This is an optimization exercise on Yosys and OpenROAD, whose aim is small area and a short achievable clock period, not a production implementation. Only simulation tests tie the RTL to the original design; equivalence was not proved. Power is estimated from default activity; no workload was simulated.

File: flow/run.sh
#!/bin/bash
# synth_recipe.tcl (not shown) runs the flow's synth.tcl, then flattens the netlist and writes it again
# the make line also repeats each setting of config.mk as NAME=value (left out here)
make -C /OpenROAD-flow-scripts/flow DESIGN_CONFIG=/design/flow/config.mk WORK_HOME=/design/flow/orfs CLKGATE_MAP_FILE= SYNTH_SCRIPT=/design/flow/synth_recipe.tcl finish
File: flow/config.mk
export PLATFORM = sky130hd
export DESIGN_NAME = LEGLiteComputer
export DESIGN_NICKNAME = LEGLiteComputer
export VERILOG_FILES = /design/flow/design.v
export SDC_FILE = /design/flow/constraint.sdc
export NUM_CORES = 4
export LEC_CHECK = 0
export CAP_MARGIN = 20
export CORE_MARGIN = 2
export CORE_UTILIZATION = 40
export CTS_BUF_LIST = sky130_fd_sc_hd__clkbuf_4 sky130_fd_sc_hd__clkbuf_8
export CTS_CLUSTER_DIAMETER = 45
export CTS_CLUSTER_SIZE = 20
export SETUP_SLACK_MARGIN = 5
export SLEW_MARGIN = 20
export SYNTH_HIERARCHICAL = 1
File: flow/constraint.sdc
create_clock -name core_clock -period 12.5 [get_ports {clock}]
set_input_delay 2.5000 -clock core_clock [delete_from_list [all_inputs] [get_ports {clock}]]
set_output_delay 2.5000 -clock core_clock [all_outputs]
set_load 0.01 [all_outputs]
File: flow/design.v
module LEGLiteComputer(
	output logic [15:0] iaddr,       
	output logic [15:0] alu_out,     
	output logic [6:0]  io_display,  
	input  logic        clock,
	input  logic [15:0] idata,       
	input  logic        io_sw0,      
	input  logic        io_sw1,
	input  logic        reset
	);
wire [3:0]  op  = idata[15:12];
wire [2:0]  rm  = idata[11:9];
wire [2:0]  rn  = idata[5:3];
wire [2:0]  rd  = idata[2:0];
wire [15:0] imm = {{10{idata[11]}}, idata[11:6]};
wire is_ld   = (op == 4'd5);
wire is_st   = (op == 4'd6);
wire is_cbz  = (op == 4'd7);
wire is_addi = (op == 4'd8);
wire is_andi = (op == 4'd9);
wire use_imm = is_ld | is_st | is_addi | is_andi;
wire regwr   = (op == 4'd0) | is_ld | is_addi | is_andi;
logic [15:0] regs [0:6];
wire use_rm = ~use_imm & ~is_cbz;
wire [6:0] asel, bsel;
for (genvar i = 0; i < 7; i++) begin : g_rsel
	assign asel[i] = (rn == 3'(i));
	assign bsel[i] = (rm == 3'(i)) & use_rm;
end
logic [15:0] ra, opb;
always_comb begin
	ra  = 16'd0;
	opb = imm & {16{use_imm}};
	for (int i = 0; i < 7; i++) begin
		ra  = ra  | (regs[i] & {16{asel[i]}});
		opb = opb | (regs[i] & {16{bsel[i]}});
	end
end
wire [6:0] tsel;
wire [15:0] rt;
genvar gi, gb, gk;
for (gi = 0; gi < 7; gi++) begin : g_tsel
	assign tsel[gi] = (rd == 3'(gi));
end
for (gb = 0; gb < 16; gb++) begin : g_rt
	wire y0, y1, y2;
	c_aoi222 u0(.a0(regs[0][gb]), .b0(tsel[0]), .a1(regs[1][gb]), .b1(tsel[1]),
	            .a2(regs[2][gb]), .b2(tsel[2]), .y(y0));
	c_aoi222 u1(.a0(regs[3][gb]), .b0(tsel[3]), .a1(regs[4][gb]), .b1(tsel[4]),
	            .a2(regs[5][gb]), .b2(tsel[5]), .y(y1));
	c_nand2  u2(.a(regs[6][gb]), .b(tsel[6]), .y(y2));
	c_nand3  u3(.a(y0), .b(y1), .c(y2), .y(rt[gb]));
end
wire [15:0] g0 = ra & opb;
wire [15:0] t0 = ra | opb;
wire [15:0] p0;
for (genvar i = 0; i < 16; i++) begin : g_p0
	c_xor2 x(.a(ra[i]), .b(opb[i]), .y(p0[i]));
end
logic [15:0] kg, kp;
always_comb begin
	kg = g0 & {16{~is_andi}};
	kp = t0;
	for (int d = 1; d < 16; d = d * 2)
		for (int i = 15; i >= d; i--) begin
			kg[i] = kg[i] | (kp[i] & kg[i-d]);
			kp[i] = kp[i] & kp[i-d];
		end
end
wire [15:0] half = is_andi ? g0 : p0;
wire [15:0] alu  = half ^ {kg[14:0], 1'b0};
wire [15:0] sum_i = alu;    
assign alu_out = alu;
logic [15:1] pc;
wire         take = is_cbz & (ra == 16'd0);
wire [15:1]  pc_inc = pc + 15'd1;
wire [15:1]  pc_br  = pc + imm[14:0];
always_ff @(posedge clock)
	if (reset) pc <= 15'd0;
	else       pc <= take ? pc_br : pc_inc;
assign iaddr = {pc, 1'b0};
wire in_range = (sum_i[15:8] == 8'd0);
wire is_sw    = (sum_i == 16'hfff0);
wire is_disp  = (sum_i == 16'hfffa);
wire [7:0]  lo;
wire [15:0] hi, whi;
for (gi = 0; gi < 8; gi++) begin : g_lo
	assign lo[gi] = (sum_i[3:1] == 3'(gi));
end
for (gi = 0; gi < 16; gi++) begin : g_hi
	assign hi[gi]  = (sum_i[7:4] == 4'(gi));
	assign whi[gi] = is_st & in_range & hi[gi];
end
wire [127:0] sel, wen;
for (gi = 0; gi < 128; gi++) begin : g_sel
	assign sel[gi] = lo[gi % 8] & hi[gi / 8];
	assign wen[gi] = lo[gi % 8] & whi[gi / 8];
end
logic [15:0] mem [0:127];
for (gi = 0; gi < 128; gi++) begin : g_mem
	always_ff @(posedge clock)
		if (wen[gi]) mem[gi] <= rt;
end
logic [6:0] disp;
always_ff @(posedge clock)
	if (is_st & is_disp) disp <= rt[6:0];
assign io_display = disp;
wire [15:0] mrd;
for (gb = 0; gb < 16; gb++) begin : g_rd
	wire [43:0] y;
	wire [10:0] z;
	wire [5:0]  u;
	wire [1:0]  v;
	for (gk = 0; gk < 42; gk++) begin : g_l1
		c_aoi222 a(.a0(mem[3*gk][gb]),   .b0(sel[3*gk]),
		           .a1(mem[3*gk+1][gb]), .b1(sel[3*gk+1]),
		           .a2(mem[3*gk+2][gb]), .b2(sel[3*gk+2]), .y(y[gk]));
	end
	c_nand2 n126(.a(mem[126][gb]), .b(sel[126]), .y(y[42]));
	c_nand2 n127(.a(mem[127][gb]), .b(sel[127]), .y(y[43]));
	for (gk = 0; gk < 11; gk++) begin : g_l2
		c_nand4 n(.a(y[4*gk]), .b(y[4*gk+1]), .c(y[4*gk+2]), .d(y[4*gk+3]), .y(z[gk]));
	end
	for (gk = 0; gk < 5; gk++) begin : g_l3
		c_nor2 n(.a(z[2*gk]), .b(z[2*gk+1]), .y(u[gk]));
	end
	c_inv i10(.a(z[10]), .y(u[5]));
	c_nand3 m0(.a(u[0]), .b(u[1]), .c(u[2]), .y(v[0]));
	c_nand3 m1(.a(u[3]), .b(u[4]), .c(u[5]), .y(v[1]));
	assign mrd[gb] = v[0] | v[1];
end
wire [15:0] ld_data = in_range ? mrd : (is_sw ? {14'd0, io_sw1, io_sw0} : 16'd0);
wire [15:0] wdata = is_ld ? ld_data : alu;
for (gi = 0; gi < 7; gi++) begin : g_regs
	always_ff @(posedge clock)
		if (regwr && rd == 3'(gi)) regs[gi] <= wdata;
end
endmodule
module c_aoi222(input a0, input b0, input a1, input b1, input a2, input b2, output y);
	assign y = ~((a0 & b0) | (a1 & b1) | (a2 & b2));
endmodule
module c_nand2(input a, input b, output y);
	assign y = ~(a & b);
endmodule
module c_nand3(input a, input b, input c, output y);
	assign y = ~(a & b & c);
endmodule
module c_nand4(input a, input b, input c, input d, output y);
	assign y = ~(a & b & c & d);
endmodule
module c_nor2(input a, input b, output y);
	assign y = ~(a | b);
endmodule
module c_inv(input a, output y);
	assign y = ~a;
endmodule
module c_xor2(input a, input b, output y);
	assign y = a ^ b;
endmodule
==> impl_metrics.tcl <==
set metrics [dict create \
    regArea_sq_um 65400 \
    synth-seq-cells 2182 \
    slew_viol_final 0 \
    seq_area_frac_synth_pct 80.7 \
    combPwrFrac_pct 15.5 \
    period_needed_ps 7860 \
    grt_antenna_before_repair 5 \
    power_density_nw_per_um2 161 \
    via_per_inst 6.33 \
    hp-class "reg2reg" \
    ys_warn_count 11 \
    critPathArrivalTime_ps 5360 \
    insertion_delay_ps 1030 \
    syn_area_sq_um 81000 \
    worstRegToRegCells 36 \
    ys_async_sr_fraction_pct 0 \
    area_growth_pct 17.8 \
    cts-hold-fix-buffers 0 \
    fp.dieH_microns 454 \
    grt_pass1_vias 47100 \
    multiInputGateArea_sq_um 16800 \
    drc_errors 0 \
    critPathMaxFanout 12 \
    layout.nets 4985 \
    initial_core_util_pct 40.1 \
    crit_end "alu_out[15]" \
    drv_cap 0 \
    num_rows 165 \
    clockBufferDepth 3 \
    fill_cells 16600 \
    numCtsBuffers 195 \
    ant_nets 0 \
    fin_skew_ps 84.6 \
    clockPowerShare_pct 30.9 \
    detail_route.wirelength_microns 240000 \
    drive_gt1_share_pct 26.0 \
    synth_edf_count 2167 \
    grt_max_degree 99 \
    die_w_microns 454 \
    dp_hpwl_microns 147000 \
    maxSlewHeadroom_pct 24.1 \
    drtIter0Drc 9223 \
    htreeDepth 4 \
    r2r_start "regs[5][2]" \
    grt_overflow_total 0 \
    cp-startpoint "idata[5]" \
    vdd_drop_max_v 0.000144 \
    die_area_sq_um 206000 \
    power.net_switching_w 0.00453 \
    grt_pass1_wl_microns 339000 \
    worstMarginPinSlew_ps 1140 \
    synth_flop_cell "edfxtp_1" \
    rrSetupSlack_ps 5970 \
    cts_sinks 2182 \
    wire_per_inst_microns 30.8 \
    syn-num-nets 4329 \
    swShare_pct 29.6 \
    firstDrtPassIters 13 \
    layout_worst_path_cycle_share_pct 62.9 \
    synth_cell_types 97 \
    fmax_mhz 127 \
    rsz0062_at_grt "yes" \
    synthCells 4294 \
    finish.utilization_pct 47.3 \
    leakagePower_nw 30.3 \
    internal_power_w 0.0108 \
    clkTransAtPathRegs_ps 100 \
    grt_usage_pct 22.7 \
    io_buffers 57 \
    finalHoldViolCount 0 \
    setup_viol 0 \
    cts_tree "yes" \
    num_vias 49300 \
    crit_path_end_kind "output pin" \
    crit_type "in2out" \
    required_ps 10000 \
    core_area_sq_um 202000 \
    tns_ps 0 \
    pwr-share-seq_pct 53.6 \
    avgSynthCellArea_sq_um 18.9 \
    outcome "no timing/DRC/antenna violations" \
    critical_path.startpoint_type "input port" \
    worst_r2r_endpoint "disp[3]" \
    cts_root_buf "clkbuf_8" \
    place.gp.congestion 0.941 \
    ios 59 \
]
Yosys cell counts, types with 41 or more instances:
cell type	count	share of area (%)
a222oi_1	705	8.7
a21oi_1	43	0.27
nand4_1	186	1.4
nand3_1	64	0.40
inv_1	57	0.26
nor2_1	277	1.3
o21ai_0	56	0.35
nor3_2	62	0.77
nor3_1	77	0.48
edfxtp_1	2167	80
nand2_1	129	0.60
mux2i_1	41	0.51
clkbuf_1	49	0.23
power groups by stage:
| stage | combinational, W | clock (W) | sequential, W |
|---|---|---|---|
| finish | 0.00238 | 0.00473 | 0.00821 |
| global route | 0.00243 | 0.00508 | 0.00822 |
| CTS | 0.00220 | 0.00482 | 0.00821 |
| detailed placement | 0.00198 | 0 | 0.00838 |
| global placement | 0.00196 | 0 | 0.00838 |
| floorplan | 0.000826 | 0 | 0.00841 |
state kept, by name (all words and copies together) (netlist names):
| register | flops |
|---|---|
| pc | 15 |
| regs | 112 |
| mem | 2048 |
| disp | 7 |
per-module statistics from Yosys, one instance, submodules excluded, a selection:
module / flip-flops and latches / area [sq um]
c_aoi222: 0 / 10.0
c_inv: 0 / 3.75
c_nand2: 0 / 3.75
c_nand3: 0 / 5.00
c_nand4: 0 / 6.26
c_nor2: 0 / 3.75
c_xor2: 0 / 8.76
critical path: stages:
cell	delay (ps)
buf_16	130
bufbuf_16	310
mux2i_1	270
nor2_1	70
a21oi_1	170
o221ai_1	440
maj3_2	500
a21oi_2	170
mux2i_2	340
and2_4	290
buf_6	130
area by class of cell:
cell class | count | area share, %
antenna | 2 | 0.00525
timing repair buffer | 555 | 5.18
sequential | 2182 | 68.5
inverter | 60 | 0.268
multi-input combinational | 1956 | 17.6
tap | 2672 | 3.50
clock inverter | 164 | 1.98
clock buffer | 207 | 2.91
placed cells by master (no fill, tap or decap), types with 30 or more instances in the layout:
cell type and n:
edfxtp_1 2167, a222oi_1 705, buf_4 450, clkbuf_8 196
nor2_1 190, nand4_1 186, nor3_2 122, nand2_1 102
nor2_2 68, inv_1 47, nand3_1 42, mux2i_1 36
buf_6 33, clkdlybuf4s50_1 32, o21ai_0 31, a21oi_1 31
inv_8 30, inv_6 30
through the flow:
| stage | worst slack (ps) | total power, W | area, sq um | hold slack, ps | instances |
|---|---|---|---|---|---|
| after global routing | 4550 | 0.0157 | 95400 | 654 | 7798 |
| final | 4640 | 0.0153 | 95400 | 603 | 7798 |
| after global placement | 1740 | 0.0103 | 87400 | 586 | 7242 |
| after floorplan | 5030 | 0.00924 | 81000 | 629 | 4294 |
| after detailed placement | 1500 | 0.0104 | 87600 | 586 | 7247 |
| after CTS | 4750 | 0.0152 | 94500 | 611 | 7752 |
worst min path at each step:
stage / from / to / depth (start not counted) / slack, ps
2_1_floorplan: pc[1] / pc[1] / 2 / 630
3_3_place_gp: pc[1] / pc[1] / 2 / 590
3_5_place_dp: pc[1] / pc[1] / 2 / 590
4_1_cts: pc[1] / pc[1] / 2 / 610
5_1_grt: pc[1] / pc[1] / 2 / 650
6_report: pc[1] / pc[1] / 2 / 600
repair_timing:
item / in CTS / in global routing
buffers inserted: 122 / 42
pin swaps: 74 / 52
cloned: 12 / 2
gates resized for setup: 364 / 136
endpoints found under the setup margin: 1649 / 133
routing by layer:
| metal | up-vias | wire length (microns) | track usage [%] |
|---|---|---|---|
| met5 | - | 0 | 0 |
| met4 | 0 | 11000 | 8.94 |
| met3 | 490 | 26000 | 4.98 |
| li1 | 20500 | - | - |
| met1 | 25200 | 92900 | 31.3 |
| met2 | 3135 | 110000 | 35.0 |
cells by family after synthesis:
logic type                 after synthesis  synth area share (%)
and+or+nand+nor                        879                  5.75
xor gates and xnor gates                42                 0.473
AOI/OAI and AO/OA                      943                  10.8
muxes                                   70                 0.994
adders and majority gates               20                 0.307
buffers and inverters                  157                 0.926
other                                    1               0.00463
DFF                                   2182                  80.7

==> afterwards: timing with drivers on the ports <==
No port has a modelled driver above. Below, the same layout with a new extraction and two added sets of constraints. Step 1: set_driving_cell puts a clkbuf_16 on clock and a buf_2 on each other input, an assumption about the parent block. Step 2 adds t to the input delays and takes it off the output delays; t is the mean of the earliest and latest rising clock arrival at the registers after step 1. Input paths then give back, and output paths get back, about the clock's delay inside the block. a / b / c = ideal / step 1 / step 2; a / b = the first two.
t, ns: 1.073
setup slack, ns: 4.642 / 4.460 / 3.487
worst slew at a driven data input, ns: 0.22
cell pins on the clock port's net: 1
After both steps setup and hold are still met in this run. The setup slack of this run moves by -0.182 ns with the drivers and by -1.155 ns with both steps.
